From an optimization exercise on the open Yosys and OpenROAD flow, aimed at small area, a short achievable clock period and few clock cycles; shortcuts taken in it are not production practice. Where RTL was checked, it was by simulation tests only, not by an equivalence proof against the original. No functional check of the RTL was part of runs 1 and 2. Power is estimated from default activity; no workload was simulated.

==> flow/design.v <==
`timescale 1ns / 1ps
module matriscarpici #(parameter M=8)(
    input clk,
    input rst,
    input [M-1:0] matris_veri,
    input matris_gecerli,
    output reg [2*M+1:0] carpim_veri,
    output reg carpim_gecerli
    );
    localparam [17:0] BASLA = 18'd88064;    
    reg [7:0]   a_zincir [7:0];    
    reg [4:0]   sayac;             
    reg [3:0]   b_one, b_two, b_neg;    
    reg         b_b7;
    reg         p_v, p_k0, p_k3, p_j1;      
    reg         c_k3;                       
    reg         q_c, q_p, q_t, q_h0, q_h1, q_r1a, q_r0a;    
    reg [17:0]  s0a, s0b, s1a, s1b;        
    reg [17:0]  r0a, r1a, r1b;
    wire al   = matris_gecerli && !sayac[4];
    wire al_b = al && sayac[3];
    wire [9:0] bb = {1'b0, matris_veri, 1'b0};
    wire [3:0] e_one, e_two, e_neg;
    genvar g;
    generate for (g = 0; g < 4; g = g + 1) begin : enc
        assign e_one[g] = bb[2*g+1] ^ bb[2*g];
        assign e_two[g] = (bb[2*g+2] & ~bb[2*g+1] & ~bb[2*g]) | (~bb[2*g+2] & bb[2*g+1] & bb[2*g]);
        assign e_neg[g] = bb[2*g+2];
    end endgenerate
    wire [3:0] nn = {4{p_v}} & ~b_neg;
    wire [17:0] t0a, t0b, t1a, t1b;
    matriscarpici_pp u0 (.a(a_zincir[0]), .one(b_one), .two(b_two), .neg(b_neg), .nn(nn),
                         .b7(b_b7), .ra(t0a), .rb(t0b));
    matriscarpici_pp u1 (.a(a_zincir[4]), .one(b_one), .two(b_two), .neg(b_neg), .nn(nn),
                         .b7(b_b7), .ra(t1a), .rb(t1b));
    wire [17:0] acc0 = ({18{q_c}} & BASLA) | ({18{q_p}} & r0a) | ({18{q_t}} & r1a) | ({18{q_h0}} & carpim_veri);
    wire [17:0] acc1 = ({18{q_c}} & BASLA) | ({18{q_p}} & r1a) | ({18{q_h1}} & r1b);
    wire [17:0] mac0, mac1;
    matriscarpici_add3 w0 (.x(acc0), .y(s0a), .z(s0b), .s(mac0));
    matriscarpici_add3 w1 (.x(acc1), .y(s1a), .z(s1b), .s(mac1));
    wire kaydir = (al && !sayac[3]) || (p_v && p_j1);
    integer i;
    always @(posedge clk) begin
        if (kaydir) begin
            for (i = 0; i < 7; i = i + 1) a_zincir[i] <= a_zincir[i+1];
            a_zincir[7] <= matris_veri;
        end
        s0a <= t0a; s0b <= t0b; s1a <= t1a; s1b <= t1b;
        carpim_veri <= mac0;
        r1b <= mac1;
        if (q_r0a) r0a <= carpim_veri;
        if (q_r1a) r1a <= r1b;
        if (rst) begin
            sayac <= 5'd0;
            b_one <= 4'd0; b_two <= 4'd0; b_neg <= 4'd0; b_b7 <= 1'b0;
            p_v <= 1'b0; p_k0 <= 1'b0; p_k3 <= 1'b0; p_j1 <= 1'b0;
            c_k3 <= 1'b0;
            q_c <= 1'b0; q_p <= 1'b0; q_t <= 1'b0; q_h0 <= 1'b0; q_h1 <= 1'b0;
            q_r1a <= 1'b0; q_r0a <= 1'b0;
            carpim_gecerli <= 1'b0;
        end else begin
            b_one <= al_b ? e_one : 4'd0;
            b_two <= al_b ? e_two : 4'd0;
            b_neg <= al_b ? e_neg : 4'd0;
            b_b7  <= al_b & matris_veri[7];
            p_v  <= al_b;
            p_k0 <= al_b && (sayac[2:1] == 2'd0);
            p_k3 <= al_b && (sayac[2:1] == 2'd3);
            p_j1 <= al_b && sayac[0];
            c_k3 <= p_v && p_k3;
            q_c  <= p_v && p_k0;
            q_p  <= p_v && !p_k0;
            q_t  <= (sayac == 5'd17) || (sayac == 5'd18);
            q_h0 <= !p_v && !((sayac == 5'd17) || (sayac == 5'd18));
            q_h1 <= !p_v;
            q_r0a <= p_v;
            q_r1a <= p_v || (sayac == 5'd17);
            carpim_gecerli <= c_k3 || q_t;
            if (sayac == 5'd19)
                sayac <= 5'd0;
            else if (sayac[4] || al)
                sayac <= sayac + 5'd1;
        end
    end
endmodule
module matriscarpici_pp (
    input  [7:0] a,
    input  [3:0] one, two, neg, nn,
    input        b7,
    output [17:0] ra,
    output [17:0] rb
);
    wire x0_0 = ((one[0] & a[0])) ^ neg[0];
    wire x0_1 = ((one[0] & a[1]) | (two[0] & a[0])) ^ neg[0];
    wire x0_2 = ((one[0] & a[2]) | (two[0] & a[1])) ^ neg[0];
    wire x0_3 = ((one[0] & a[3]) | (two[0] & a[2])) ^ neg[0];
    wire x0_4 = ((one[0] & a[4]) | (two[0] & a[3])) ^ neg[0];
    wire x0_5 = ((one[0] & a[5]) | (two[0] & a[4])) ^ neg[0];
    wire x0_6 = ((one[0] & a[6]) | (two[0] & a[5])) ^ neg[0];
    wire x0_7 = ((one[0] & a[7]) | (two[0] & a[6])) ^ neg[0];
    wire x0_8 = ((two[0] & a[7])) ^ neg[0];
    wire x1_0 = ((one[1] & a[0])) ^ neg[1];
    wire x1_1 = ((one[1] & a[1]) | (two[1] & a[0])) ^ neg[1];
    wire x1_2 = ((one[1] & a[2]) | (two[1] & a[1])) ^ neg[1];
    wire x1_3 = ((one[1] & a[3]) | (two[1] & a[2])) ^ neg[1];
    wire x1_4 = ((one[1] & a[4]) | (two[1] & a[3])) ^ neg[1];
    wire x1_5 = ((one[1] & a[5]) | (two[1] & a[4])) ^ neg[1];
    wire x1_6 = ((one[1] & a[6]) | (two[1] & a[5])) ^ neg[1];
    wire x1_7 = ((one[1] & a[7]) | (two[1] & a[6])) ^ neg[1];
    wire x1_8 = ((two[1] & a[7])) ^ neg[1];
    wire x2_0 = ((one[2] & a[0])) ^ neg[2];
    wire x2_1 = ((one[2] & a[1]) | (two[2] & a[0])) ^ neg[2];
    wire x2_2 = ((one[2] & a[2]) | (two[2] & a[1])) ^ neg[2];
    wire x2_3 = ((one[2] & a[3]) | (two[2] & a[2])) ^ neg[2];
    wire x2_4 = ((one[2] & a[4]) | (two[2] & a[3])) ^ neg[2];
    wire x2_5 = ((one[2] & a[5]) | (two[2] & a[4])) ^ neg[2];
    wire x2_6 = ((one[2] & a[6]) | (two[2] & a[5])) ^ neg[2];
    wire x2_7 = ((one[2] & a[7]) | (two[2] & a[6])) ^ neg[2];
    wire x2_8 = ((two[2] & a[7])) ^ neg[2];
    wire x3_0 = ((one[3] & a[0])) ^ neg[3];
    wire x3_1 = ((one[3] & a[1]) | (two[3] & a[0])) ^ neg[3];
    wire x3_2 = ((one[3] & a[2]) | (two[3] & a[1])) ^ neg[3];
    wire x3_3 = ((one[3] & a[3]) | (two[3] & a[2])) ^ neg[3];
    wire x3_4 = ((one[3] & a[4]) | (two[3] & a[3])) ^ neg[3];
    wire x3_5 = ((one[3] & a[5]) | (two[3] & a[4])) ^ neg[3];
    wire x3_6 = ((one[3] & a[6]) | (two[3] & a[5])) ^ neg[3];
    wire x3_7 = ((one[3] & a[7]) | (two[3] & a[6])) ^ neg[3];
    wire x3_8 = ((two[3] & a[7])) ^ neg[3];
    wire y_0 = b7 & a[0];
    wire y_1 = b7 & a[1];
    wire y_2 = b7 & a[2];
    wire y_3 = b7 & a[3];
    wire y_4 = b7 & a[4];
    wire y_5 = b7 & a[5];
    wire y_6 = b7 & a[6];
    wire y_7 = b7 & a[7];
    wire t1 = neg[3] ^ x0_6;
    wire t2 = neg[3] & x0_6;
    wire t3 = x0_7 ^ x1_5;
    wire t4 = x0_7 & x1_5;
    wire t5 = y_0 ^ x0_8 ^ x1_6;
    wire t6 = (y_0 & x0_8) | (y_0 & x1_6) | (x0_8 & x1_6);
    wire t7 = nn[0] ^ y_1 ^ x1_7;
    wire t8 = (nn[0] & y_1) | (nn[0] & x1_7) | (y_1 & x1_7);
    wire t9 = y_2 ^ x1_8;
    wire t10 = y_2 & x1_8;
    wire t11 = nn[1] ^ y_3;
    wire t12 = nn[1] & y_3;
    wire t13 = neg[2] ^ x0_4;
    wire t14 = neg[2] & x0_4;
    wire t15 = x0_5 ^ x1_3;
    wire t16 = x0_5 & x1_3;
    wire t17 = x1_4 ^ x2_2 ^ x3_0;
    wire t18 = (x1_4 & x2_2) | (x1_4 & x3_0) | (x2_2 & x3_0);
    wire t19 = x2_3 ^ x3_1 ^ t2;
    wire t20 = (x2_3 & x3_1) | (x2_3 & t2) | (x3_1 & t2);
    wire t21 = x2_4 ^ x3_2 ^ t4;
    wire t22 = (x2_4 & x3_2) | (x2_4 & t4) | (x3_2 & t4);
    wire t23 = x2_5 ^ x3_3 ^ t6;
    wire t24 = (x2_5 & x3_3) | (x2_5 & t6) | (x3_3 & t6);
    wire t25 = x2_6 ^ x3_4 ^ t9;
    wire t26 = (x2_6 & x3_4) | (x2_6 & t9) | (x3_4 & t9);
    wire t27 = x2_7 ^ x3_5 ^ t11;
    wire t28 = (x2_7 & x3_5) | (x2_7 & t11) | (x3_5 & t11);
    wire t29 = y_4 ^ t12 ^ x2_8;
    wire t30 = (y_4 & t12) | (y_4 & x2_8) | (t12 & x2_8);
    wire t31 = nn[2] ^ y_5;
    wire t32 = nn[2] & y_5;
    wire t33 = neg[1] ^ x0_2;
    wire t34 = neg[1] & x0_2;
    wire t35 = x0_3 ^ x1_1;
    wire t36 = x0_3 & x1_1;
    wire t37 = x1_2 ^ x2_0 ^ t13;
    wire t38 = (x1_2 & x2_0) | (x1_2 & t13) | (x2_0 & t13);
    wire t39 = x2_1 ^ t14 ^ t15;
    wire t40 = (x2_1 & t14) | (x2_1 & t15) | (t14 & t15);
    wire t41 = t16 ^ t1 ^ t17;
    wire t42 = (t16 & t1) | (t16 & t17) | (t1 & t17);
    wire t43 = t3 ^ t18 ^ t19;
    wire t44 = (t3 & t18) | (t3 & t19) | (t18 & t19);
    wire t45 = t5 ^ t20 ^ t21;
    wire t46 = (t5 & t20) | (t5 & t21) | (t20 & t21);
    wire t47 = t7 ^ t22 ^ t23;
    wire t48 = (t7 & t22) | (t7 & t23) | (t22 & t23);
    wire t49 = t8 ^ t25 ^ t24;
    wire t50 = (t8 & t25) | (t8 & t24) | (t25 & t24);
    wire t51 = t10 ^ t27 ^ t26;
    wire t52 = (t10 & t27) | (t10 & t26) | (t27 & t26);
    wire t53 = x3_6 ^ t28 ^ t29;
    wire t54 = (x3_6 & t28) | (x3_6 & t29) | (t28 & t29);
    wire t55 = x3_7 ^ t31 ^ t30;
    wire t56 = (x3_7 & t31) | (x3_7 & t30) | (t31 & t30);
    wire t57 = y_6 ^ t32 ^ x3_8;
    wire t58 = (y_6 & t32) | (y_6 & x3_8) | (t32 & x3_8);
    wire t59 = nn[3] ^ y_7;
    wire t60 = nn[3] & y_7;
    assign ra = {1'b0, t60, t58, t56, t54, t52, t50, t48, t46, t44, t42, t40, t38, t36, t34, t33, x0_1, neg[0]};
    assign rb = {1'b0, 1'b0, t59, t57, t55, t53, t51, t49, t47, t45, t43, t41, t39, t37, t35, x1_0, 1'b0, x0_0};
endmodule
module matriscarpici_add3 (
    input  [17:0] x, y, z,
    output [17:0] s
);
    wire [17:0] u = x ^ y ^ z;
    wire [17:0] v = (x & y) | (x & z) | (y & z);
    assign s = u + {v[16:0], 1'b0};
endmodule
==> flow/run.sh <==
#!/bin/bash
# synth_recipe.tcl (not shown) runs the flow's synth.tcl, then flattens the netlist and writes it again
# the make line also repeats each setting of config.mk as NAME=value (left out here)
make -C /OpenROAD-flow-scripts/flow DESIGN_CONFIG=/design/flow/config.mk WORK_HOME=/design/flow/orfs CLKGATE_MAP_FILE= SYNTH_SCRIPT=/design/flow/synth_recipe.tcl finish
==> flow/config.mk <==
export PLATFORM = sky130hd
export DESIGN_NAME = matriscarpici
export DESIGN_NICKNAME = matriscarpici
export VERILOG_FILES = /design/flow/design.v
export SDC_FILE = /design/flow/constraint.sdc
export NUM_CORES = 4
export LEC_CHECK = 0
export ABC_CLOCK_PERIOD_IN_PS = 2000
export CAP_MARGIN = 20
export CORE_MARGIN = 2
export CORE_UTILIZATION = 40
export PLACE_DENSITY = 0.6
export SETUP_SLACK_MARGIN = 5
export SLEW_MARGIN = 20
==> flow/constraint.sdc <==
create_clock -name core_clock -period 9.0 [get_ports {clk}]
set_input_delay 1.8000 -clock core_clock [delete_from_list [all_inputs] [get_ports {clk}]]
set_output_delay 1.8000 -clock core_clock [all_outputs]
set_load 0.01 [all_outputs]
==> flow_summary.yaml, run 1 <==
placed_design:
  io_buffer_count: 29
  gp_congestion: 0.854
  dp_hpwl_microns: 15600
  dpl_cell_area_sq_um: 12200
detailed_routing:
  vias: 6968
  drtIter0Drc: 434
  drc: 0
  vias_per_cell: 4.93
  firstDrtPassIters: 5
  final_antenna_net_count: 0
  routed_wl_microns: 22300
  wire_per_inst_microns: 15.8
final_layout:
  area_growth_pct: 12.9
  final_area_sq_um: 13100
  final_nets: 1152
  final_core_util_pct: 45.7
  diodes: 0
  layout-drive-gt1-share_pct: 6.80
synth:
  synth.distinct_cells: 57
  synth-simple-area-share_pct: 5.12
  synth_edf_count: 100
  synth_top_area_share_pct: 25.9
  yosys_warnings: 3
  synthesis.nets: 1145
  synth_area_sq_um: 11600
  synthXorXnorAreaFrac_pct: 7.93
  synth-adder-area-share_pct: 18.8
  synth_mux_area_share_pct: 0
  async_flop_share_pct: 0
  synthCells: 1003
  synth_top_flop_cell: "dfxtp_1"
  yosysTopAreaCell: "edfxtp_1"
  synth_top_family_by_area: "adder cells"
  synth_compound_gate_area_share_pct: 12.6
  postSynthAreaPerCell_sq_um: 11.6
  yosys-top-cells-area: "edfxtp_1 26%, dfxtp_1 22%, fa_1 12%"
  yosysSeqAreaShare_pct: 48.4
  synth-seq-cells: 230
floorplan:
  die_x_microns: 174
  ioPinCount: 30
  design.core.area_sq_um: 28600
  dieArea_sq_um: 30400
  row_count: 62
  start_util_pct: 40.5
  chipHeight_microns: 174
sta:
  finalHoldViolCount: 0
  max_slew_margin_pct: 42.5
  rsz0062_at_grt: "no"
  worstMarginPinSlew_ns: 0.861
  setup-violations-final: 0
  fmax_mhz: 284
  min_period_ns: 3.52
  fin_tns_setup_ns: 0
  hold_slack_ns: 0.404
  post-route-period-util_pct: 39.1
  slew_viol_final: 0
  finClkSkew_ns: 0.00900
outcome:
  outcome: "no timing/DRC/antenna violations"
global_route:
  grt_pass1_vias: 7115
  track_usage_pct: 15.0
  grt_overflow_total: 0
  grt_pass1_wl_microns: 36800
  antenna_found_initial: 0
  grt_max_degree: 65
clock_network:
  htreeDepth: 1
  cts_resized: 0
  cts_root_buffer: "clkbuf_16"
  clk_latency_ns: 0.52
  cts_buffer_depth: 3
  cts_tree: "done"
  holdBufCountCts: 0
  cts_sinks: 230
  numCtsBuffers: 27
  cts_setup_buffers: 0
  clk_pin_slew_worst_paths_ns: 0.06
setup_path:
  worstPathRequired_ns: 9.41
  path_class: "flop to flop"
  cp.arrival_ns: 3.93
  reg2reg_slack_ns: 5.48
  r2r.worst_path.cells: 11
  cpPeakStageDelay_ns: 0.54
  worstPathMaxFanout: 19
  worst-path-buf-inv: 1
  path_depth: 11
  cp_cell_sequence: "a222oi_1 > inv_1 > fa_1 > ha_1 > fa_1 > a211oi_2 > o21ai_2 > o221a_2 > a31oi_1 > a31oi_1 > xnor2_1"
  cp_slowest_cell: "dfxtp_1"
  start_kind: "flop"
  crit_family: "compound AO/OA/AOI/OAI gates"
  crit_path_end: "carpim_veri[17]$_DFF_P_"
  startpoint: "q_t$_SDFF_PP0_"
  r2r_end: "carpim_veri[17]$_DFF_P_"
  r2r-start: "q_t$_SDFF_PP0_"
  end_kind: "flop"
job:
  maxCapViolations: 0
power:
  power_density_nw_per_um2: 171
  peakVddDrop_mv: 0.124
  power.leakage_uw: 0.00561
hold_path:
  hold_depth: 1
  worst_hold_path_type: "flop to flop"
[report_power, final]
group	total (uW)	internal, uW	switching [uW]
sequential	1130	1110	20.1
combinational	23.2	9.62	13.6
clock	1090	662	433
[state kept, by name, indices dropped and copies added (netlist names), 4 cells and up]
signal       cells
r1a             18
s1b             15
a_zincir        64
s0b             15
r1b             18
sayac            5
s1a             17
r0a             18
carpim_veri     18
b_neg            4
b_one            4
b_two            4
s0a             16
[cells in the final DEF (no fill, tap or decap), types with 13 or more instances in the layout]
cell type        netlist  final
xnor2_1               65     65
dfxtp_1              130    130
nand2_1               39     39
a22oi_1               71     71
edfxtp_1             100    100
a21oi_1               23     23
fa_1                  72     72
a211oi_1              13     13
nor2_1                32     32
and2_1                18     18
ha_1                  59     59
clkbuf_16              0     27
o21ai_0               13     13
a222oi_1              14     14
inv_1                163    163
clkdlybuf4s50_1        0     29
xor2_1                40     40
[routing by layer]
layer,vias up,routed length (microns),track usage [%]
met5,-,0,0
met4,0,580,5.22
met3,47,1110,2.10
met2,170,10100,24.6
met1,3374,10500,20.4
li1,3377,-,-
[metrics by stage]
| stage | total power [uW] | worst slack, ns | instances |
|---|---|---|---|
| 6_report | 2240 | 5.48 | 1414 |
| 5_1_grt | 2320 | 5.25 | 1414 |
| 4_1_cts | 2270 | 5.49 | 1414 |
| 3_5_place_dp | 1170 | 5.22 | 1365 |
| 3_3_place_gp | 1170 | 5.28 | 1365 |
| 2_1_floorplan | 1160 | 5.05 | 1003 |
[cell type report]
| cell class | instances | area [sq um] |
|---|---|---|
| Clock inverter | 18 | 185 |
| Inverter | 163 | 612 |
| Sequential cell | 230 | 5610 |
| Fill cell | 2547 | 15500 |
| Clock buffer | 31 | 721 |
| Tap cell | 384 | 480 |
| Multi-Input combinational cell | 553 | 5150 |
| Timing Repair Buffer | 35 | 335 |
[logic make-up after synthesis]
| logic type | after synthesis |
|---|---|
| compound gates | 195 |
| buf+inv | 220 |
| simple gates | 122 |
| fa+ha+maj | 131 |
| flops | 230 |
| xor+xnor | 105 |
[synthesized netlist by cell type (6+ instances only)]
cell,number
a21o_1,12
inv_1,163
a21oi_1,23
o21a_1,8
edfxtp_1,100
nor2b_1,8
xor2_1,40
a22o_1,6
nor2_1,32
fa_1,72
xnor2_1,65
nand2_1,39
a211oi_1,13
and2_1,18
ha_1,59
clkbuf_1,50
o21ai_0,13
a222oi_1,14
buf_2,7
a22oi_1,71
dfxtp_1,130
[worst min path at each step]
stage / start / endpoint / slack [ns]
global placement: p_k0$_SDFF_PP0_ / q_p$_SDFF_PP0_ / 0.39
detailed placement: p_k0$_SDFF_PP0_ / q_p$_SDFF_PP0_ / 0.40
finish: p_k0$_SDFF_PP0_ / q_p$_SDFF_PP0_ / 0.40
global route: p_k0$_SDFF_PP0_ / q_p$_SDFF_PP0_ / 0.42
floorplan: b_neg[0]$_SDFF_PP0_ / s1a[0]$_DFF_P_ / 0.33
CTS: p_k0$_SDFF_PP0_ / q_p$_SDFF_PP0_ / 0.40
==> run 2, diff against run 1 <==
--- a/flow/config.mk
+++ b/flow/config.mk
@@ -5,10 +5,8 @@
 export SDC_FILE = /design/flow/constraint.sdc
 export NUM_CORES = 4
 export LEC_CHECK = 0
-export ABC_CLOCK_PERIOD_IN_PS = 2000
 export CAP_MARGIN = 20
 export CORE_MARGIN = 2
 export CORE_UTILIZATION = 40
 export PLACE_DENSITY = 0.6
-export SETUP_SLACK_MARGIN = 5
 export SLEW_MARGIN = 20
==> flow_summary.yaml, run 2 <==
detailed_routing:
  dr_wl_met3_microns: 1110
  vias_per_cell: 4.93
  drc: 0
  final_antenna_net_count: 0
  firstDrtPassIters: 5
  wire_per_inst_microns: 15.8
  wl_met1_microns: 10500
  top_layer: "met4"
  drtIter0Drc: 434
  routed_wl_microns: 22300
  vias: 6968
  dr_wl_met2_microns: 10100
sta:
  finalHoldViolCount: 0
  worstMarginPinSlew_ns: 0.861
  post-route-period-util_pct: 39.1
  setup_slack_ns: 5.48
  slew_viol_final: 0
  fin_tns_setup_ns: 0
  max_slew_margin_pct: 42.5
  finClkSkew_ns: 0.00900
  min_period_ns: 3.52
  fmax_mhz: 284
  setup-violations-final: 0
  rsz0062_at_grt: "no"
synth:
  synthesis.nets: 1145
  yosysMostFrequentCell: "inv_1"
  synth_area_sq_um: 11600
  yosys-top-cells-area: "edfxtp_1 26%, dfxtp_1 22%, fa_1 12%"
  async_flop_share_pct: 0
  yosysSeqAreaShare_pct: 48.4
  synth_top_flop_cell: "dfxtp_1"
  yosysTopAreaCell: "edfxtp_1"
  postSynthAreaPerCell_sq_um: 11.6
  synth_common_cells: "163 x inv_1, 130 x dfxtp_1, 100 x edfxtp_1"
  synthCells: 1003
  synth.distinct_cells: 57
  yosys_warnings: 3
  synth-seq-cells: 230
  synth_top_area_share_pct: 25.9
  synth_edf_count: 100
floorplan:
  dieArea_sq_um: 30400
  design.core.area_sq_um: 28600
  row_count: 62
  ioPinCount: 30
  start_util_pct: 40.5
  die_x_microns: 174
  chipHeight_microns: 174
clock_network:
  htreeDepth: 1
  clk_pin_slew_worst_paths_ns: 0.06
  clk_latency_ns: 0.52
  cts_sinks: 230
  cts_buffer_depth: 3
  cts_setup_buffers: 0
  numCtsBuffers: 27
  cts_tree: "done"
  holdBufCountCts: 0
  cts_resized: 0
  cts_root_buffer: "clkbuf_16"
power:
  power_density_nw_per_um2: 171
  peakVddDrop_mv: 0.124
  power.leakage_uw: 0.00561
global_route:
  grt_pass1_wl_microns: 36800
  grt_overflow_total: 0
  grt_max_degree: 65
  antenna_found_initial: 0
  track_usage_pct: 15.0
  grt_pass1_vias: 7115
placed_design:
  gp_congestion: 0.854
  dp_hpwl_microns: 15600
  dp_slack_ns: 5.22
  io_buffer_count: 29
setup_path:
  path_class: "flop to flop"
  start_kind: "flop"
  cp.arrival_ns: 3.93
  cp_slowest_cell: "dfxtp_1"
  cp_cell_sequence: "a222oi_1 > inv_1 > fa_1 > ha_1 > fa_1 > a211oi_2 > o21ai_2 > o221a_2 > a31oi_1 > a31oi_1 > xnor2_1"
  cpPeakStageDelay_ns: 0.54
  end_kind: "flop"
  worst-path-buf-inv: 1
  worstPathMaxFanout: 19
  worstPathRequired_ns: 9.41
  crit_family: "compound AO/OA/AOI/OAI gates"
final_layout:
  fillers: 2547
  top_register: "a_zincir"
  largest_register_ffs: 64
  multi_input_area_sq_um: 5150
  mostFrequentLayoutCell: "inv_1"
  layout_common_cells: "163 x inv_1, 130 x dfxtp_1, 100 x edfxtp_1"
  seqCellArea_sq_um: 5610
  diodes: 0
  final_nets: 1152
  layout-drive-gt1-share_pct: 6.80
  area_growth_pct: 12.9
job:
  maxCapViolations: 0
hold_path:
  worst_hold_path_type: "flop to flop"
outcome:
  outcome: "no timing/DRC/antenna violations"
[run 2: cell counts after synthesis]
No cell type changed its count.
[run 2: area by class of cell]
class / instances / area share [%]
clock inverters: 18 / 1.41
clock buffers: 31 / 5.51
flip-flops and latches: 230 / 42.8
inverters: 163 / 4.67
multi-input cells: 553 / 39.4
well taps: 384 / 3.67
repair buffers: 35 / 2.56
[run 2: cell families after synthesis]
| logic type | after synthesis | synth area share [%] |
|---|---|---|
| flip-flops | 230 | 48.4 |
| AO/OA/AOI/OAI | 195 | 12.6 |
| AND/OR/NAND/NOR | 122 | 5.12 |
| adder cells (fa/ha/maj) | 131 | 18.8 |
| buffers and inverters | 220 | 7.20 |
| XOR/XNOR | 105 | 7.93 |
[run 2: final timing paths]
kind              startpoint                       to  slack [ns]  cells past startpoint
max           q_t$_SDFF_PP0_  carpim_veri[17]$_DFF_P_        5.48                     11
min          p_k0$_SDFF_PP0_           q_p$_SDFF_PP0_        0.40                      1
max reg2reg   q_t$_SDFF_PP0_  carpim_veri[17]$_DFF_P_        5.48                     11
min reg2reg  p_k0$_SDFF_PP0_           q_p$_SDFF_PP0_        0.40                      1
[run 2: stage by stage]
stage	cell area [sq um]	utilization [%]	total power, uW	instances	hold WS, ns
2_1_floorplan	11600	-	1160	1003	0.329
3_3_place_gp	12200	42.6	1170	1365	0.394
3_5_place_dp	12200	42.6	1170	1365	0.397
4_1_cts	13100	45.7	2270	1414	0.404
5_1_grt	13100	45.7	2320	1414	0.418
6_report	13100	45.7	2240	1414	0.404
[run 2: layer usage]
layer  GRT usage, %  up-vias
met5              0        -
met2           24.6      170
met1           20.4     3374
met3           2.10       47
met4           5.22        0
li1               -     3377
[run 2: where the power goes]
group	internal, uW	switching [uW]
registers	1110	20.1
clock network	662	433
logic	9.62	13.6
==> run 3, diff against run 2 <==
--- a/flow/design.v
+++ b/flow/design.v
@@ -11,14 +11,12 @@
     reg [7:0]   a_zincir [7:0];    
     reg [4:0]   sayac;             
     reg [3:0]   b_one, b_two, b_neg;    
-    reg         b_b7;
-    reg         p_v, p_k0, p_k3, p_j1;      
-    reg         c_k3;                       
-    reg         q_c, q_p, q_t, q_h0, q_h1, q_r1a, q_r0a;    
+    reg         p_a, p_v, p_k0, p_k3, p_j1;      
+    reg         c_v, c_ilk, c_k3, c_son;          
+    reg         t1, t2, yukle;
     reg [17:0]  s0a, s0b, s1a, s1b;        
     reg [17:0]  r0a, r1a, r1b;
     wire al   = matris_gecerli && !sayac[4];
-    wire al_b = al && sayac[3];
     wire [9:0] bb = {1'b0, matris_veri, 1'b0};
     wire [3:0] e_one, e_two, e_neg;
     genvar g;
@@ -27,55 +25,68 @@
         assign e_two[g] = (bb[2*g+2] & ~bb[2*g+1] & ~bb[2*g]) | (~bb[2*g+2] & bb[2*g+1] & bb[2*g]);
         assign e_neg[g] = bb[2*g+2];
     end endgenerate
+    wire [7:0] geri;
+    assign geri[0] = b_one[0];
+    assign geri[1] = b_neg[0];
+    assign geri[2] = b_one[1] ^ b_neg[0];
+    assign geri[3] = b_neg[1];
+    assign geri[4] = b_one[2] ^ b_neg[1];
+    assign geri[5] = b_neg[2];
+    assign geri[6] = b_one[3] ^ b_neg[2];
+    assign geri[7] = b_neg[3];
     wire [3:0] nn = {4{p_v}} & ~b_neg;
+    wire       b7 = p_v & b_neg[3];
     wire [17:0] t0a, t0b, t1a, t1b;
     matriscarpici_pp u0 (.a(a_zincir[0]), .one(b_one), .two(b_two), .neg(b_neg), .nn(nn),
-                         .b7(b_b7), .ra(t0a), .rb(t0b));
+                         .b7(b7), .ra(t0a), .rb(t0b));
     matriscarpici_pp u1 (.a(a_zincir[4]), .one(b_one), .two(b_two), .neg(b_neg), .nn(nn),
-                         .b7(b_b7), .ra(t1a), .rb(t1b));
-    wire [17:0] acc0 = ({18{q_c}} & BASLA) | ({18{q_p}} & r0a) | ({18{q_t}} & r1a) | ({18{q_h0}} & carpim_veri);
-    wire [17:0] acc1 = ({18{q_c}} & BASLA) | ({18{q_p}} & r1a) | ({18{q_h1}} & r1b);
+                         .b7(b7), .ra(t1a), .rb(t1b));
     wire [17:0] mac0, mac1;
-    matriscarpici_add3 w0 (.x(acc0), .y(s0a), .z(s0b), .s(mac0));
-    matriscarpici_add3 w1 (.x(acc1), .y(s1a), .z(s1b), .s(mac1));
-    wire kaydir = (al && !sayac[3]) || (p_v && p_j1);
+    matriscarpici_add3 w0 (.x(r0a), .y(s0a), .z(s0b), .s(mac0));
+    matriscarpici_add3 w1 (.x(r1a), .y(s1a), .z(s1b), .s(mac1));
+    wire kaydir = p_a || (p_v && p_j1);
     integer i;
     always @(posedge clk) begin
         if (kaydir) begin
             for (i = 0; i < 7; i = i + 1) a_zincir[i] <= a_zincir[i+1];
-            a_zincir[7] <= matris_veri;
+            a_zincir[7] <= geri;
         end
         s0a <= t0a; s0b <= t0b; s1a <= t1a; s1b <= t1b;
-        carpim_veri <= mac0;
-        r1b <= mac1;
-        if (q_r0a) r0a <= carpim_veri;
-        if (q_r1a) r1a <= r1b;
+        if (c_v || t1 || t2) carpim_veri <= mac0;
+        if (c_v) r1b <= mac1;
+        if (c_son || t1)
+            r0a <= r1b;
+        else if (c_v && !c_ilk)
+            r0a <= carpim_veri;
+        else if (c_v || yukle)
+            r0a <= BASLA;
+        if (c_v && !c_ilk)
+            r1a <= r1b;
+        else if (c_v || yukle)
+            r1a <= BASLA;
+        b_one <= al ? e_one : 4'd0;
+        b_two <= al ? e_two : 4'd0;
+        b_neg <= al ? e_neg : 4'd0;
         if (rst) begin
             sayac <= 5'd0;
-            b_one <= 4'd0; b_two <= 4'd0; b_neg <= 4'd0; b_b7 <= 1'b0;
-            p_v <= 1'b0; p_k0 <= 1'b0; p_k3 <= 1'b0; p_j1 <= 1'b0;
-            c_k3 <= 1'b0;
-            q_c <= 1'b0; q_p <= 1'b0; q_t <= 1'b0; q_h0 <= 1'b0; q_h1 <= 1'b0;
-            q_r1a <= 1'b0; q_r0a <= 1'b0;
+            p_a <= 1'b0; p_v <= 1'b0; p_k0 <= 1'b0; p_k3 <= 1'b0; p_j1 <= 1'b0;
+            c_v <= 1'b0; c_ilk <= 1'b0; c_k3 <= 1'b0; c_son <= 1'b0;
+            t1 <= 1'b0; t2 <= 1'b0; yukle <= 1'b0;
             carpim_gecerli <= 1'b0;
         end else begin
-            b_one <= al_b ? e_one : 4'd0;
-            b_two <= al_b ? e_two : 4'd0;
-            b_neg <= al_b ? e_neg : 4'd0;
-            b_b7  <= al_b & matris_veri[7];
-            p_v  <= al_b;
-            p_k0 <= al_b && (sayac[2:1] == 2'd0);
-            p_k3 <= al_b && (sayac[2:1] == 2'd3);
-            p_j1 <= al_b && sayac[0];
-            c_k3 <= p_v && p_k3;
-            q_c  <= p_v && p_k0;
-            q_p  <= p_v && !p_k0;
-            q_t  <= (sayac == 5'd17) || (sayac == 5'd18);
-            q_h0 <= !p_v && !((sayac == 5'd17) || (sayac == 5'd18));
-            q_h1 <= !p_v;
-            q_r0a <= p_v;
-            q_r1a <= p_v || (sayac == 5'd17);
-            carpim_gecerli <= c_k3 || q_t;
+            p_a  <= al && !sayac[3];
+            p_v  <= al && sayac[3];
+            p_k0 <= sayac[2:1] == 2'd0;
+            p_k3 <= sayac[2:1] == 2'd3;
+            p_j1 <= sayac[0];
+            c_v   <= p_v;
+            c_ilk <= p_v && p_k0 && !p_j1;
+            c_k3  <= p_v && p_k3;
+            c_son <= p_v && p_k3 && p_j1;
+            t1 <= (sayac == 5'd17);
+            t2 <= (sayac == 5'd18);
+            yukle <= (sayac[4:3] == 2'd0);
+            carpim_gecerli <= c_k3 || t1 || t2;
             if (sayac == 5'd19)
                 sayac <= 5'd0;
             else if (sayac[4] || al)
==> flow_summary.yaml, run 3 <==
setup_path:
  r2r-start: "s1a[0]$_DFF_P_"
  crit_family: "buffers and inverters"
  path_class: "flop to output pin"
  worstPathMaxFanout: 2
  cp_slowest_cell: "clkdlybuf4s50_1"
  r2r.worst_path.cells: 12
  reg2reg_slack_ns: 5.89
  cp_cell_sequence: "clkdlybuf4s50_1"
  worst-path-buf-inv: 1
  worstPathRequired_ns: 7.20
  cp.arrival_ns: 1.47
  start_kind: "flop"
  r2r_end: "r1b[15]$_DFFE_PP_"
  end_kind: "output pin"
  cpPeakStageDelay_ns: 0.56
final_layout:
  final_nets: 1042
  layout-drive-gt1-share_pct: 6.54
  largest_register_ffs: 64
  area_growth_pct: 12.1
  fillers: 2545
  top_register: "a_zincir"
  mostFrequentLayoutCell: "edfxtp_1"
  layout_common_cells: "136 x edfxtp_1, 93 x dfxtp_1, 72 x fa_1"
  diodes: 0
  final_core_util_pct: 45.9
floorplan:
  row_count: 61
  dieArea_sq_um: 30000
  design.core.area_sq_um: 28000
  chipHeight_microns: 173
  die_x_microns: 173
  start_util_pct: 40.9
  ioPinCount: 30
placed_design:
  io_buffer_count: 29
  dp_hpwl_microns: 15500
  gp_congestion: 0.816
  dp_slack_ns: 5.90
clock_network:
  cts_tree: "done"
  numCtsBuffers: 25
  clk_latency_ns: 0.52
  cts_setup_buffers: 0
  cts_buffer_depth: 3
  cts_sinks: 229
  holdBufCountCts: 0
  clk_pin_slew_worst_paths_ns: 0.06
  htreeDepth: 1
  cts_resized: 0
  cts_root_buffer: "clkbuf_16"
synth:
  synth_top_flop_cell: "edfxtp_1"
  synth_top_area_share_pct: 35.6
  postSynthAreaPerCell_sq_um: 12.9
  yosys-top-cells-area: "edfxtp_1 36%, dfxtp_1 16%, fa_1 13%"
  synthCells: 889
  synth_edf_count: 136
  yosysMostFrequentCell: "edfxtp_1"
  async_flop_share_pct: 0
  synth-seq-cells: 229
  yosysTopAreaCell: "edfxtp_1"
  yosysSeqAreaShare_pct: 51.9
  synth.distinct_cells: 50
  synthesis.nets: 1031
  synth_area_sq_um: 11500
  yosys_warnings: 3
  synth_common_cells: "136 x edfxtp_1, 93 x dfxtp_1, 72 x fa_1"
detailed_routing:
  drc: 0
  vias_per_cell: 5.04
  vias: 6532
  wire_per_inst_microns: 17.1
  drtIter0Drc: 329
  routed_wl_microns: 22100
  firstDrtPassIters: 5
  final_antenna_net_count: 0
outcome:
  outcome: "no timing/DRC/antenna violations"
sta:
  worstMarginPinSlew_ns: 0.945
  setup_slack_ns: 5.73
  fin_tns_setup_ns: 0
  setup-violations-final: 0
  slew_viol_final: 0
  post-route-period-util_pct: 36.4
  rsz0062_at_grt: "no"
  finalHoldViolCount: 0
  fmax_mhz: 306
  min_period_ns: 3.27
  max_slew_margin_pct: 36.9
  finClkSkew_ns: 0.0161
global_route:
  grt_pass1_vias: 6584
  grt_pass1_wl_microns: 36100
  grt_max_degree: 65
  grt_overflow_total: 0
  antenna_found_initial: 0
  track_usage_pct: 15.0
hold_path:
  worst_hold_path_type: "flop to flop"
  hold_depth: 0
  hold_end: "a_zincir[1][7]$_DFFE_PP_"
  hold_start: "a_zincir[2][7]$_DFFE_PP_"
power:
  peakVddDrop_mv: 0.142
  power_density_nw_per_um2: 250
  power.leakage_uw: 0.00501
job:
  maxCapViolations: 0
[run 3: changes by cell type in the layout (fill, tap and decap cells not counted), moves of 8 or more]
| cell | change |
|---|---|
| a22o_1 | +9 |
| a22oi_1 | -15 |
| a222oi_1 | -14 |
| inv_1 | -113 |
| edfxtp_1 | +36 |
| dfxtp_1 | -37 |
| clkbuf_1 | +8 |
| and3_1 | +14 |
[run 3: stage by stage]
step / instances / total power (uW) / area [sq um] / hold WS, ns
2_1_floorplan: 889 / 2080 / 11500 / 0.359
3_3_place_gp: 1251 / 2260 / 12100 / 0.401
3_5_place_dp: 1251 / 2280 / 12100 / 0.405
4_1_cts: 1296 / 3240 / 12800 / 0.410
5_1_grt: 1296 / 3410 / 12800 / 0.422
6_report: 1296 / 3210 / 12800 / 0.405
[run 3: kinds of logic (layout without fill, tap and decap cells)]
family          Yosys count  count (layout)  share of synthesized area (%)
buf+inv                 103             132                           3.39
flops                   229             229                           51.9
mux                       1               1                         0.0874
simple gates            151             151                           6.96
fa+ha+maj               131             131                           19.0
compound gates          163             163                           10.2
xor+xnor                111             111                           8.48
[run 3: how the worst max path moves through the flow]
stage / from / end / slack (ns) / cells after the start
after floorplan: s1a[0]$_DFF_P_ / r1b[15]$_DFFE_PP_ / 6.20 / 12
after global placement: matris_gecerli / sayac[4]$_SDFFE_PP0P_ / 5.91 / 5
after detailed placement: matris_gecerli / sayac[4]$_SDFFE_PP0P_ / 5.90 / 5
after CTS: carpim_veri[2]$_DFFE_PP_ / carpim_veri[2] / 5.69 / 1
after global routing: s1a[0]$_DFF_P_ / r1b[15]$_DFFE_PP_ / 5.67 / 12
final: carpim_veri[15]$_DFFE_PP_ / carpim_veri[15] / 5.73 / 1
[run 3: power by group]
group          leakage (uW)  switching (uW)  internal [uW]
logic               0.00260             524            418
clock network      0.000372             395            553
registers           0.00204            60.9           1260
[run 3: layout make-up]
class	instances	area, sq um	area share (%)
Clock buffer	38	726	5.65
Multi-Input combinational cell	557	5130	39.9
Timing Repair Buffer	37	350	2.73
Sequential cell	229	5950	46.3
Clock inverter	7	35.0	0.273
Inverter	50	188	1.46
Tap cell	378	473	3.68
[run 3: layer usage]
metal	GRT usage (%)	vias up	share of wire [%]
li1	-	3142	-
met1	22.1	3239	50
met2	23.4	122	44
met3	2.32	29	4.0
met4	3.18	0	1.7
met5	0	-	0
Testbench counts of run 3, summed over its fixed seeds: cycles 10,248.
==> run 4, diff against run 3 <==
==> flow/flow/run.sh (new file) <==
#!/bin/bash
set -euo pipefail
bash standard.sh SETUP_SLACK_MARGIN=6.3 finish > standard.log 2>&1
==> flow/standard.sh (new file) <==
#!/bin/bash
# synth_recipe.tcl (not shown) runs the flow's synth.tcl, then flattens the netlist and writes it again
# the make line also repeats each setting of config.mk as NAME=value (left out here)
make -C /OpenROAD-flow-scripts/flow DESIGN_CONFIG=/design/flow/config.mk WORK_HOME=/design/flow/orfs CLKGATE_MAP_FILE= SYNTH_SCRIPT=/design/flow/synth_recipe.tcl "${@:-finish}"
removed: flow/run.sh
==> flow_summary.yaml, run 4 <==
synth:
  synth_area_sq_um: 11500
  synth_top_flop_cell: "edfxtp_1"
  synth-seq-cells: 229
  yosysMostFrequentCell: "edfxtp_1"
  async_flop_share_pct: 0
  synthXorXnorAreaFrac_pct: 8.48
  synthCells: 889
  yosys-top-cells-area: "edfxtp_1 36%, dfxtp_1 16%, fa_1 13%"
  yosysSeqAreaShare_pct: 51.9
  synth_top_area_share_pct: 35.6
  yosysTopAreaCell: "edfxtp_1"
  synth_compound_gate_area_share_pct: 10.2
  synth_top_family_by_area: "adder cells"
  postSynthAreaPerCell_sq_um: 12.9
  synth_mux_area_share_pct: 0.0874
  yosys_warnings: 3
  synth_common_cells: "136 x edfxtp_1, 93 x dfxtp_1, 72 x fa_1"
  synth.distinct_cells: 50
  synth-simple-area-share_pct: 6.96
  synthesis.nets: 1031
  synth-adder-area-share_pct: 19.0
  synth_edf_count: 136
sta:
  rsz0062_at_grt: "yes"
  post-route-period-util_pct: 32.5
  hold_slack_ns: 0.417
  min_period_ns: 2.92
  max_slew_margin_pct: 36.9
  finClkSkew_ns: 0.0116
  slew_viol_final: 0
  setup-violations-final: 0
  worstMarginPinSlew_ns: 0.945
  fmax_mhz: 342
  finalHoldViolCount: 0
  fin_tns_setup_ns: 0
hold_path:
  worst_hold_path_type: "flop to flop"
  hold_depth: 0
final_layout:
  mostFrequentLayoutCell: "edfxtp_1"
  seqCellArea_sq_um: 5950
  diodes: 0
  layout-drive-gt1-share_pct: 15.6
  layout_common_cells: "136 x edfxtp_1, 90 x dfxtp_1, 69 x xnor2_1, 69 x fa_1, 56 x a22oi_1"
  top_register: "a_zincir"
  multi_input_area_sq_um: 5280
  final_nets: 1076
  area_growth_pct: 16.0
  largest_register_ffs: 64
  fillers: 2564
detailed_routing:
  vias: 6748
  firstDrtPassIters: 4
  vias_per_cell: 5.07
  wire_per_inst_microns: 17.3
  drc: 0
  routed_wl_microns: 23100
  drtIter0Drc: 371
  final_antenna_net_count: 0
setup_path:
  worstPathMaxFanout: 2
  crit_family: "flip-flops"
  worst-path-buf-inv: 1
  cpPeakStageDelay_ns: 0.43
  start_kind: "flop"
  path_depth: 1
  worstPathRequired_ns: 7.20
  path_class: "flop to output pin"
  cp_slowest_cell: "edfxtp_1"
  cp.arrival_ns: 1.12
  end_kind: "output pin"
  cp_cell_sequence: "buf_2"
  r2r.worst_path.cells: 8
clock_network:
  cts_root_buffer: "clkbuf_16"
  cts_buffer_depth: 3
  holdBufCountCts: 0
  cts_tree: "done"
  clk_latency_ns: 0.53
  htreeDepth: 1
  clk_pin_slew_worst_paths_ns: 0.06
  cts_sinks: 229
  numCtsBuffers: 26
power:
  power.leakage_uw: 0.00527
  peakVddDrop_mv: 0.134
  power_density_nw_per_um2: 261
global_route:
  grt_pass1_vias: 7079
  antenna_found_initial: 0
  grt_overflow_total: 0
  track_usage_pct: 15.6
  grt_pass1_wl_microns: 37800
  grt_max_degree: 65
floorplan:
  row_count: 61
  design.core.area_sq_um: 28000
  ioPinCount: 30
  dieArea_sq_um: 30000
  start_util_pct: 40.9
  chipHeight_microns: 173
  die_x_microns: 173
placed_design:
  dp_hpwl_microns: 15700
  io_buffer_count: 29
  gp_congestion: 0.820
job:
  maxCapViolations: 0
outcome:
  outcome: "no timing/DRC/antenna violations"
## run 4: per-layer routing
layer | track usage, % | wire, microns | share of wire (%) | up-vias
li1 | - | - | - | 3208
met4 | 3.92 | 518 | 2.2 | 0
met5 | 0 | 0 | 0 | -
met2 | 25.3 | 10400 | 45 | 130
met3 | 2.30 | 931 | 4.0 | 40
met1 | 22.1 | 11300 | 49 | 3370
## run 4: repair_timing
action | CTS | global route
pin swaps | 11 | 9
buffers inserted | 23 | 10
setup endpoints to repair | 36 | 35
gates cloned | 0 | 0
resized for setup | 95 | 23
## run 4: cell type report
class	instances	share of cell area, %
clock buffer	37	5.74
clock inverter	11	0.951
multi-input combinational	557	39.7
sequential	229	44.8
tap	378	3.56
timing repair buffer	70	3.84
inverter	50	1.41
## run 4: worst paths after layout
check                      startpoint                        to  slack, ns
max          carpim_veri[2]$_DFFE_PP_            carpim_veri[2]       6.08
min          a_zincir[6][3]$_DFFE_PP_  a_zincir[5][3]$_DFFE_PP_       0.42
max reg2reg      r1a[2]$_SDFFCE_PN0P_         r1b[16]$_DFFE_PP_       6.28
min reg2reg  a_zincir[6][3]$_DFFE_PP_  a_zincir[5][3]$_DFFE_PP_       0.42
## run 4: metrics by stage
stage	utilization [%]	instance area, sq um	power (uW)	cells	worst slack, ns
2_1_floorplan	-	11500	2090	889	6.29
3_3_place_gp	43.1	12100	2260	1251	5.91
3_5_place_dp	43.1	12100	2280	1251	5.91
4_1_cts	46.9	13100	3440	1322	6.03
5_1_grt	47.5	13300	3680	1332	6.03
6_report	47.5	13300	3470	1332	6.08
## run 4: cell families (layout without fill, tap and decap cells)
logic type / after synthesis / after routing
xor+xnor: 111 / 111
simple gates: 151 / 151
buf+inv: 103 / 168
mux: 1 / 1
flops: 229 / 229
compound gates: 163 / 163
fa+ha+maj: 131 / 131
## run 4: power breakdown
group,internal (uW),switching (uW),total (uW)
Sequential,1260,63.3,1320
Combinational,487,579,1070
Clock,651,432,1080
==> run 5, diff against run 4 <==
==> flow/flow/run.sh (replaced) <==
#!/bin/bash
set -euo pipefail
bash standard.sh SETUP_SLACK_MARGIN=6.0 "BUFFER_PORTS_ARGS=-buffer_cell sky130_fd_sc_hd__buf_4" finish > standard.log 2>&1
==> flow_summary.yaml, run 5 <==
setup_path:
  start_kind: "flop"
  end_kind: "output pin"
  crit_family: "flip-flops"
  cp.arrival_ns: 1.13
  path_class: "flop to output pin"
  crit_path_end: "carpim_veri[16]"
  r2r-start: "r1a[2]$_SDFFCE_PN0P_"
  startpoint: "carpim_veri[16]$_DFFE_PP_"
  cp_cell_sequence: "buf_4"
  path_depth: 1
  worstPathRequired_ns: 7.20
  cpPeakStageDelay_ns: 0.44
  cp_slowest_cell: "edfxtp_1"
  worst-path-buf-inv: 1
  reg2reg_slack_ns: 6.10
  worstPathMaxFanout: 2
  r2r_end: "r1b[16]$_DFFE_PP_"
  r2r.worst_path.cells: 8
detailed_routing:
  wire_per_inst_microns: 17.5
  wl_met1_microns: 11400
  drtIter0Drc: 359
  vias: 6546
  firstDrtPassIters: 5
  top_layer: "met4"
  routed_wl_microns: 22800
  dr_wl_met3_microns: 1070
  drc: 0
  dr_wl_met2_microns: 9900
  final_antenna_net_count: 0
  vias_per_cell: 5.05
global_route:
  grt_pass1_wl_microns: 36800
  antenna_found_initial: 0
  grt_max_degree: 65
  grt_overflow_total: 0
  track_usage_pct: 15.4
  grt_pass1_vias: 6659
floorplan:
  dieArea_sq_um: 30000
  die_x_microns: 173
  start_util_pct: 40.9
  row_count: 61
  chipHeight_microns: 173
  design.core.area_sq_um: 28000
  ioPinCount: 30
clock_network:
  holdBufCountCts: 0
  htreeDepth: 1
  cts_setup_buffers: 0
  cts_buffer_depth: 3
  cts_root_buffer: "clkbuf_16"
  cts_tree: "done"
  clk_pin_slew_worst_paths_ns: 0.06
  cts_sinks: 229
  clk_latency_ns: 0.53
  numCtsBuffers: 26
final_layout:
  final_nets: 1041
  area_growth_pct: 12.4
  layout_common_cells: "136 x edfxtp_1, 93 x dfxtp_1, 72 x fa_1"
  layout-drive-gt1-share_pct: 10.4
  mostFrequentLayoutCell: "edfxtp_1"
  final_area_sq_um: 12900
  diodes: 0
  top_register: "a_zincir"
  largest_register_ffs: 64
  final_core_util_pct: 46.0
sta:
  max_slew_margin_pct: 37.3
  rsz0062_at_grt: "no"
  post-route-period-util_pct: 32.6
  fin_tns_setup_ns: 0
  setup-violations-final: 0
  worstMarginPinSlew_ns: 0.940
  fmax_mhz: 341
  slew_viol_final: 0
  hold_slack_ns: 0.416
  finalHoldViolCount: 0
  min_period_ns: 2.93
  setup_slack_ns: 6.07
  finClkSkew_ns: 0.0109
synth:
  synthCells: 889
  synth-seq-cells: 229
  synth_top_area_share_pct: 35.6
  yosys-top-cells-area: "edfxtp_1 36%, dfxtp_1 16%, fa_1 13%"
  postSynthAreaPerCell_sq_um: 12.9
  yosysMostFrequentCell: "edfxtp_1"
  synth_area_sq_um: 11500
  synth_edf_count: 136
  synth_top_flop_cell: "edfxtp_1"
  synth.distinct_cells: 50
  yosysTopAreaCell: "edfxtp_1"
  async_flop_share_pct: 0
  synthesis.nets: 1031
  yosysSeqAreaShare_pct: 51.9
  yosys_warnings: 3
  synth_common_cells: "136 x edfxtp_1, 93 x dfxtp_1, 72 x fa_1"
placed_design:
  dp_slack_ns: 5.92
  dpl_cell_area_sq_um: 12000
  io_buffer_count: 29
  gp_congestion: 0.878
  dp_hpwl_microns: 16000
power:
  peakVddDrop_mv: 0.118
  p_seq_share_pct: 39.7
  power.leakage_uw: 0.00509
  p_sw_share_pct: 30.9
  p_clk_share_pct: 31.3
  intPower_uw: 2320
  p_switching_uw: 1030
  power_density_nw_per_um2: 260
  combPwrFrac_pct: 29.0
hold_path:
  worst_hold_path_type: "flop to flop"
outcome:
  outcome: "no timing/DRC/antenna violations"
job:
  maxCapViolations: 0
==> run 5: changes by cell type in the layout (fill, tap and decap cells not counted), moves of 4 or more <==
cell,before,now
a211oi_1,3,8
a211oi_2,6,1
buf_2,19,0
buf_4,40,35
clkdlybuf4s50_1,10,0
ha_1,52,59
ha_2,4,0
==> run 5: cells by family after synthesis <==
family                   synth area share [%]
buffers and inverters                    3.39
multiplexers                           0.0874
adder cells (fa/ha/maj)                  19.0
AO/OA/AOI/OAI                            10.2
XOR/XNOR                                 8.48
AND/OR/NAND/NOR                          6.96
flip-flops                               51.9
==> run 5: stage by stage <==
step,instances,total power [uW]
detailed placement,1249,2310
CTS,1297,3370
floorplan,889,2080
global placement,1249,2290
finish,1297,3350
global route,1297,3560
==> run 5: worst min-delay path by stage <==
stage	slack (ns)	cells past startpoint	to	startpoint
2_1_floorplan	0.36	0	s1a[0]$_DFF_P_	b_neg[0]$_SDFF_PN0_
3_3_place_gp	0.40	0	a_zincir[0][2]$_DFFE_PP_	a_zincir[1][2]$_DFFE_PP_
3_5_place_dp	0.40	0	a_zincir[2][4]$_DFFE_PP_	a_zincir[3][4]$_DFFE_PP_
4_1_cts	0.42	0	a_zincir[6][3]$_DFFE_PP_	a_zincir[7][3]$_DFFE_PP_
5_1_grt	0.42	0	a_zincir[5][4]$_DFFE_PP_	a_zincir[6][4]$_DFFE_PP_
6_report	0.42	0	a_zincir[5][4]$_DFFE_PP_	a_zincir[6][4]$_DFFE_PP_
==> run 5: timing repair <==
item / in CTS / in global routing
resized for setup: 1 / 3
setup endpoints to repair: 1 / 3
hold endpoints to repair: 0 / 0
gates cloned: 0 / 0
==> run 5: cell type report <==
class                      instances  area, sq um
tap                              378          473
sequential                       229         5950
fill                            2532        15100
timing repair buffer              35          263
inverter                          50          188
clock buffer                      38          778
clock inverter                    10         90.1
multi-input combinational        557         5140
==> run 5: power groups by stage <==
stage                     Combinational, uW  Clock, uW  Sequential, uW
final                                   972       1050            1330
after detailed placement                953          0            1350
after global placement                  938          0            1350
after CTS                               964       1080            1330
after floorplan                         767          0            1320
after global routing                   1100       1120            1340
==> run 5: worst register-to-register path, stage by stage, from the launching register on <==
cell and delay, ns:
edfxtp_1 0.38, fa_1 0.47, ha_1 0.33, a211oi_1 0.34, o21ai_2 0.15, a211oi_2 0.29, o41ai_2 0.16, a311o_2 0.39
xor2_1 0.14
==> run 5: layer usage <==
layer	GRT usage (%)	vias to the layer above
li1	-	3130
met3	2.30	38
met5	0	-
met2	23.4	156
met1	23.1	3222
met4	3.74	0
==> run 6, diff against run 5 <==
--- a/flow/config.mk
+++ b/flow/config.mk
@@ -8,5 +8,7 @@
 export CAP_MARGIN = 20
 export CORE_MARGIN = 2
 export CORE_UTILIZATION = 40
+export CTS_CLUSTER_DIAMETER = 150
+export CTS_CLUSTER_SIZE = 30
 export PLACE_DENSITY = 0.6
 export SLEW_MARGIN = 20
==> flow_summary.yaml, run 6 <==
outcome:
  outcome: "no timing/DRC/antenna violations"
sta:
  rsz0062_at_grt: "no"
  min_period_ns: 2.92
  fin_tns_setup_ns: 0
  max_slew_margin_pct: 36.6
  finClkSkew_ns: 0.0303
  slew_viol_final: 0
  setup-violations-final: 0
  post-route-period-util_pct: 32.5
  finalHoldViolCount: 0
  worstMarginPinSlew_ns: 0.950
  fmax_mhz: 342
setup_path:
  worstPathMaxFanout: 2
  end_kind: "output pin"
  start_kind: "flop"
  cp.arrival_ns: 1.12
  startpoint: "carpim_veri[11]$_DFFE_PP_"
  path_class: "flop to output pin"
  cp_slowest_cell: "edfxtp_1"
  cpPeakStageDelay_ns: 0.46
  crit_path_end: "carpim_veri[11]"
  r2r-start: "b_two[1]$_SDFF_PN0_"
  path_depth: 1
  worst-path-buf-inv: 1
  r2r.worst_path.cells: 6
  r2r_end: "s0b[9]$_DFF_P_"
  reg2reg_slack_ns: 6.10
  worstPathRequired_ns: 7.20
  cp_cell_sequence: "buf_4"
  crit_family: "flip-flops"
detailed_routing:
  vias: 6420
  vias_per_cell: 5.07
  wire_per_inst_microns: 17.5
  drc: 0
  routed_wl_microns: 22200
  firstDrtPassIters: 5
  final_antenna_net_count: 0
  drtIter0Drc: 372
final_layout:
  layout_common_cells: "136 x edfxtp_1, 93 x dfxtp_1, 72 x fa_1"
  seqCellArea_sq_um: 5950
  diodes: 0
  area_growth_pct: 7.52
  mostFrequentLayoutCell: "edfxtp_1"
  multi_input_area_sq_um: 5140
  fillers: 2588
  largest_register_ffs: 64
  final_nets: 1026
  top_register: "a_zincir"
  layout-drive-gt1-share_pct: 7.43
floorplan:
  ioPinCount: 30
  design.core.area_sq_um: 28000
  chipHeight_microns: 173
  start_util_pct: 40.9
  die_x_microns: 173
  dieArea_sq_um: 30000
  row_count: 61
global_route:
  grt_max_degree: 65
  antenna_found_initial: 0
  grt_pass1_wl_microns: 35900
  grt_overflow_total: 0
  grt_pass1_vias: 6447
  track_usage_pct: 15.0
clock_network:
  clk_latency_ns: 0.49
  cts_tree: "done"
  cts_buffer_depth: 3
  htreeDepth: 1
  cts_setup_buffers: 0
  cts_root_buffer: "clkbuf_16"
  clk_pin_slew_worst_paths_ns: 0.12
  holdBufCountCts: 0
  numCtsBuffers: 11
  cts_sinks: 229
placed_design:
  io_buffer_count: 29
  gp_congestion: 0.878
  dp_hpwl_microns: 16000
synth:
  synthCells: 889
  synth_edf_count: 136
  postSynthAreaPerCell_sq_um: 12.9
  yosysMostFrequentCell: "edfxtp_1"
  synthesis.nets: 1031
  synth_top_flop_cell: "edfxtp_1"
  synth-seq-cells: 229
  yosysSeqAreaShare_pct: 51.9
  async_flop_share_pct: 0
  synth_top_area_share_pct: 35.6
  yosys-top-cells-area: "edfxtp_1 36%, dfxtp_1 16%, fa_1 13%"
  yosys_warnings: 3
  yosysTopAreaCell: "edfxtp_1"
  synth_area_sq_um: 11500
  synth_common_cells: "136 x edfxtp_1, 93 x dfxtp_1, 72 x fa_1"
  synth.distinct_cells: 50
power:
  peakVddDrop_mv: 0.117
  power_density_nw_per_um2: 231
  power_uw: 2850
  power.leakage_uw: 0.00481
hold_path:
  worst_hold_path_type: "flop to flop"
  hold_depth: 0
job:
  maxCapViolations: 0
-- run 6: cell families (layout without fill, tap and decap cells) --
kind of cell	Yosys count	in the layout	share of synthesized area (%)
simple gates	151	151	6.96
flops	229	229	51.9
fa+ha+maj	131	131	19.0
buf+inv	103	102	3.39
mux	1	1	0.0874
compound gates	163	163	10.2
xor+xnor	111	111	8.48
-- run 6: how the worst min path moves through the flow --
stage	from	slack (ns)	end
3_3_place_gp	a_zincir[1][2]$_DFFE_PP_	0.40	a_zincir[0][2]$_DFFE_PP_
4_1_cts	a_zincir[6][2]$_DFFE_PP_	0.41	a_zincir[5][2]$_DFFE_PP_
5_1_grt	a_zincir[7][1]$_DFFE_PP_	0.41	a_zincir[6][1]$_DFFE_PP_
2_1_floorplan	b_neg[0]$_SDFF_PN0_	0.36	s1a[0]$_DFF_P_
6_report	a_zincir[6][2]$_DFFE_PP_	0.41	a_zincir[5][2]$_DFFE_PP_
3_5_place_dp	a_zincir[3][4]$_DFFE_PP_	0.40	a_zincir[2][4]$_DFFE_PP_
-- run 6: final cells by class --
cell class | count | area share, %
tap | 378 | 3.84
timing repair buffer | 35 | 2.13
sequential | 229 | 48.3
inverter | 50 | 1.52
multi-input combinational | 557 | 41.7
clock inverter | 1 | 0.132
clock buffer | 16 | 2.39
-- run 6: routing by layer --
metal,vias up,global-route usage (%),wire length (microns)
met1,3190,22.9,11300
met2,131,23.1,9750
met5,-,0,0
li1,3078,-,-
met4,0,3.11,303
met3,21,1.64,827
-- run 6: per-stage QoR --
| stage | area (sq um) | util, % | setup WS [ns] | hold WS, ns | std cells |
|---|---|---|---|---|---|
| after floorplan | 11500 | - | 6.20 | 0.359 | 889 |
| after global routing | 12300 | 44.0 | 6.01 | 0.413 | 1266 |
| after CTS | 12300 | 43.9 | 6.01 | 0.413 | 1266 |
| after global placement | 12000 | 42.8 | 6.00 | 0.400 | 1249 |
| after detailed placement | 12000 | 42.8 | 5.92 | 0.405 | 1249 |
| final | 12300 | 44.0 | 6.08 | 0.412 | 1266 |
-- run 6: power breakdown --
group	switching (uW)	internal [uW]	leakage (uW)	total [uW]
registers	69.8	1260	0.00204	1330
logic	543	425	0.00262	968
clock network	322	235	0.000148	557
total	935	1920	0.00481	2850
-- run 6: timing repair --
item                                    CTS  global route
resized for setup                         1             3
endpoints found under the setup margin    1             3
endpoints found under the hold margin     0             0
==> run 7, diff against run 6 <==
==> flow/flow/run.sh (replaced) <==
#!/bin/bash
set -euo pipefail
bash standard.sh SETUP_SLACK_MARGIN=6.3 "BUFFER_PORTS_ARGS=-buffer_cell sky130_fd_sc_hd__buf_4" finish > standard.log 2>&1
--- a/flow/config.mk
+++ b/flow/config.mk
@@ -9,6 +9,6 @@
 export CORE_MARGIN = 2
 export CORE_UTILIZATION = 40
 export CTS_CLUSTER_DIAMETER = 150
-export CTS_CLUSTER_SIZE = 30
+export CTS_CLUSTER_SIZE = 24
 export PLACE_DENSITY = 0.6
 export SLEW_MARGIN = 20
==> flow_summary.yaml, run 7 <==
global_route:
  grt_pass1_vias: 6693
  grt_max_degree: 65
  grt_pass1_wl_microns: 36700
  grt_overflow_total: 0
  track_usage_pct: 15.4
  antenna_found_initial: 0
setup_path:
  end_kind: "output pin"
  path_class: "flop to output pin"
  crit_family: "flip-flops"
  cp_slowest_cell: "edfxtp_1"
  cp.arrival_ns: 1.10
  cp_cell_sequence: "buf_6"
  startpoint: "carpim_veri[2]$_DFFE_PP_"
  worstPathMaxFanout: 2
  r2r-start: "r1a[2]$_SDFFCE_PN0P_"
  start_kind: "flop"
  worst-path-buf-inv: 1
  cpPeakStageDelay_ns: 0.45
  worstPathRequired_ns: 7.20
floorplan:
  chipHeight_microns: 173
  die_x_microns: 173
  start_util_pct: 40.9
  ioPinCount: 30
  row_count: 61
  dieArea_sq_um: 30000
  design.core.area_sq_um: 28000
synth:
  postSynthAreaPerCell_sq_um: 12.9
  synth-seq-cells: 229
  async_flop_share_pct: 0
  synth_top_flop_cell: "edfxtp_1"
  yosys_warnings: 3
  yosysSeqAreaShare_pct: 51.9
  synth_area_sq_um: 11500
  synth_edf_count: 136
  yosysTopAreaCell: "edfxtp_1"
  synthesis.nets: 1031
  synth.distinct_cells: 50
  synthCells: 889
  yosys-top-cells-area: "edfxtp_1 36%, dfxtp_1 16%, fa_1 13%"
  synth_top_area_share_pct: 35.6
  yosysMostFrequentCell: "edfxtp_1"
  synth_common_cells: "136 x edfxtp_1, 93 x dfxtp_1, 72 x fa_1"
power:
  power.leakage_uw: 0.00505
  peakVddDrop_mv: 0.111
  power_density_nw_per_um2: 236
  power_uw: 3030
detailed_routing:
  wire_per_inst_microns: 17.6
  routed_wl_microns: 22900
  vias: 6577
  vias_per_cell: 5.04
  firstDrtPassIters: 5
  drtIter0Drc: 423
  drc: 0
  final_antenna_net_count: 0
sta:
  finClkSkew_ns: 0.0245
  fmax_mhz: 345
  slew_viol_final: 0
  fin_tns_setup_ns: 0
  setup_slack_ns: 6.10
  min_period_ns: 2.90
  rsz0062_at_grt: "yes"
  max_slew_margin_pct: 36.4
  finalHoldViolCount: 0
  worstMarginPinSlew_ns: 0.952
  setup-violations-final: 0
  post-route-period-util_pct: 32.2
placed_design:
  gp_congestion: 0.857
  dp_slack_ns: 6.03
  io_buffer_count: 29
  dp_hpwl_microns: 16100
  dpl.cell_count: 1249
clock_network:
  cts_root_buffer: "clkbuf_16"
  clk_latency_ns: 0.49
  cts_sinks: 229
  numCtsBuffers: 13
  cts_tree: "done"
  holdBufCountCts: 0
  htreeDepth: 1
  clk_pin_slew_worst_paths_ns: 0.10
  cts_buffer_depth: 3
final_layout:
  layout_common_cells: "136 x edfxtp_1, 86 x dfxtp_1, 70 x fa_1"
  diodes: 0
  final_core_util_pct: 45.8
  layout.cells.non_filler: 1305
  largest_register_ffs: 64
  top_register: "a_zincir"
  mostFrequentLayoutCell: "edfxtp_1"
  final_nets: 1062
  area_growth_pct: 11.9
  fillers: 2592
  layout-drive-gt1-share_pct: 13.8
job:
  maxCapViolations: 0
hold_path:
  hold_start: "a_zincir[2][4]$_DFFE_PP_"
  worst_hold_path_type: "flop to flop"
outcome:
  outcome: "no timing/DRC/antenna violations"
==> run 7: cell counts after synthesis <==
Identical to the previous run, type by type.
==> run 7: power breakdown <==
part | switching (uW) | internal [uW]
Clock | 343 | 278
Sequential | 70.6 | 1260
Combinational | 593 | 489
==> run 7: stage by stage <==
step | area, sq um | hold slack, ns
finish | 12800 | 0.408
global route | 12800 | 0.416
CTS | 12600 | 0.408
detailed placement | 12000 | 0.405
global placement | 12000 | 0.400
floorplan | 11500 | 0.359
==> run 7: layout make-up <==
cell class / instances / area (sq um) / area share, %
Tap cell: 378 / 473 / 3.69
Multi-Input combinational cell: 557 / 5250 / 41.0
Timing Repair Buffer: 69 / 574 / 4.48
Inverter: 50 / 188 / 1.46
Clock inverter: 2 / 25.0 / 0.195
Clock buffer: 20 / 352 / 2.74
Sequential cell: 229 / 5960 / 46.5
==> run 7: metal layers <==
metal / up-vias / wire [microns] / global-route usage [%]
met5: - / 0 / 0
met4: 0 / 314 / 3.21
met3: 30 / 970 / 2.54
met2: 127 / 10000 / 23.4
met1: 3260 / 11600 / 23.3
li1: 3160 / - / -
==> run 7: path summary, 6_finish.rpt <==
check                                  end  slack (ns)  depth (start not counted)
setup / recovery            carpim_veri[2]        6.10                          1
hold / removal    a_zincir[1][4]$_DFFE_PP_        0.41                          0
setup reg to reg         r1b[16]$_DFFE_PP_        6.26                          8
hold reg to reg   a_zincir[1][4]$_DFFE_PP_        0.41                          0
==> run 7: cell families (layout without fill, tap and decap cells) <==
| logic type | Yosys count | in the layout | share of synthesized area, % |
|---|---|---|---|
| adder cells (fa/ha/maj) | 131 | 131 | 19.0 |
| flip-flops | 229 | 229 | 51.9 |
| AO/OA/AOI/OAI | 163 | 163 | 10.2 |
| multiplexers | 1 | 1 | 0.0874 |
| AND/OR/NAND/NOR | 151 | 151 | 6.96 |
| XOR/XNOR | 111 | 111 | 8.48 |
| buffers and inverters | 103 | 141 | 3.39 |
==> run 7: timing repair <==
item,4_1_cts,5_1_grt
pin swaps,4,12
hold endpoints to repair,0,0
setup buffers,18,16
resized for setup,24,29
setup endpoints to repair,33,39
cloned,0,0

[re-timing with driven ports]
In the flow no input, the clock included, has a driving cell. The finished layouts below were timed again as built, in two steps.
Step 1 (the two cells are an assumption about what drives the block):
set clk [get_ports {clk}]
set_driving_cell -lib_cell sky130_fd_sc_hd__clkbuf_16 $clk
set_driving_cell -lib_cell sky130_fd_sc_hd__buf_2 [delete_from_list [all_inputs] $clk]
Step 2 times the ports against the registers' clock, not the clock port: input delays grow and output delays shrink by t, the midpoint of the rising clock arrivals with the driver on.
Slacks: no drivers / after step 1 / after step 2; pairs: no drivers / after step 1.
run	shift t [ns]	slack for setup (ns)	clock arrival spread, ns
run 1	0.558	5.477 / 5.477 / 5.232	0.009 / 0.009
run 2	0.558	5.477 / 5.477 / 5.232	0.009 / 0.009
run 3	0.556	5.727 / 5.681 / 5.888	0.017 / 0.016
run 4	0.573	6.076 / 6.029 / 5.928	0.013 / 0.013
run 5	0.567	6.066 / 6.019 / 6.101	0.012 / 0.012
run 6	0.517	6.079 / 6.034 / 6.103	0.034 / 0.034
run 7	0.528	6.100 / 6.053 / 6.236	0.025 / 0.025
After both steps setup and hold are still met in every run listed.
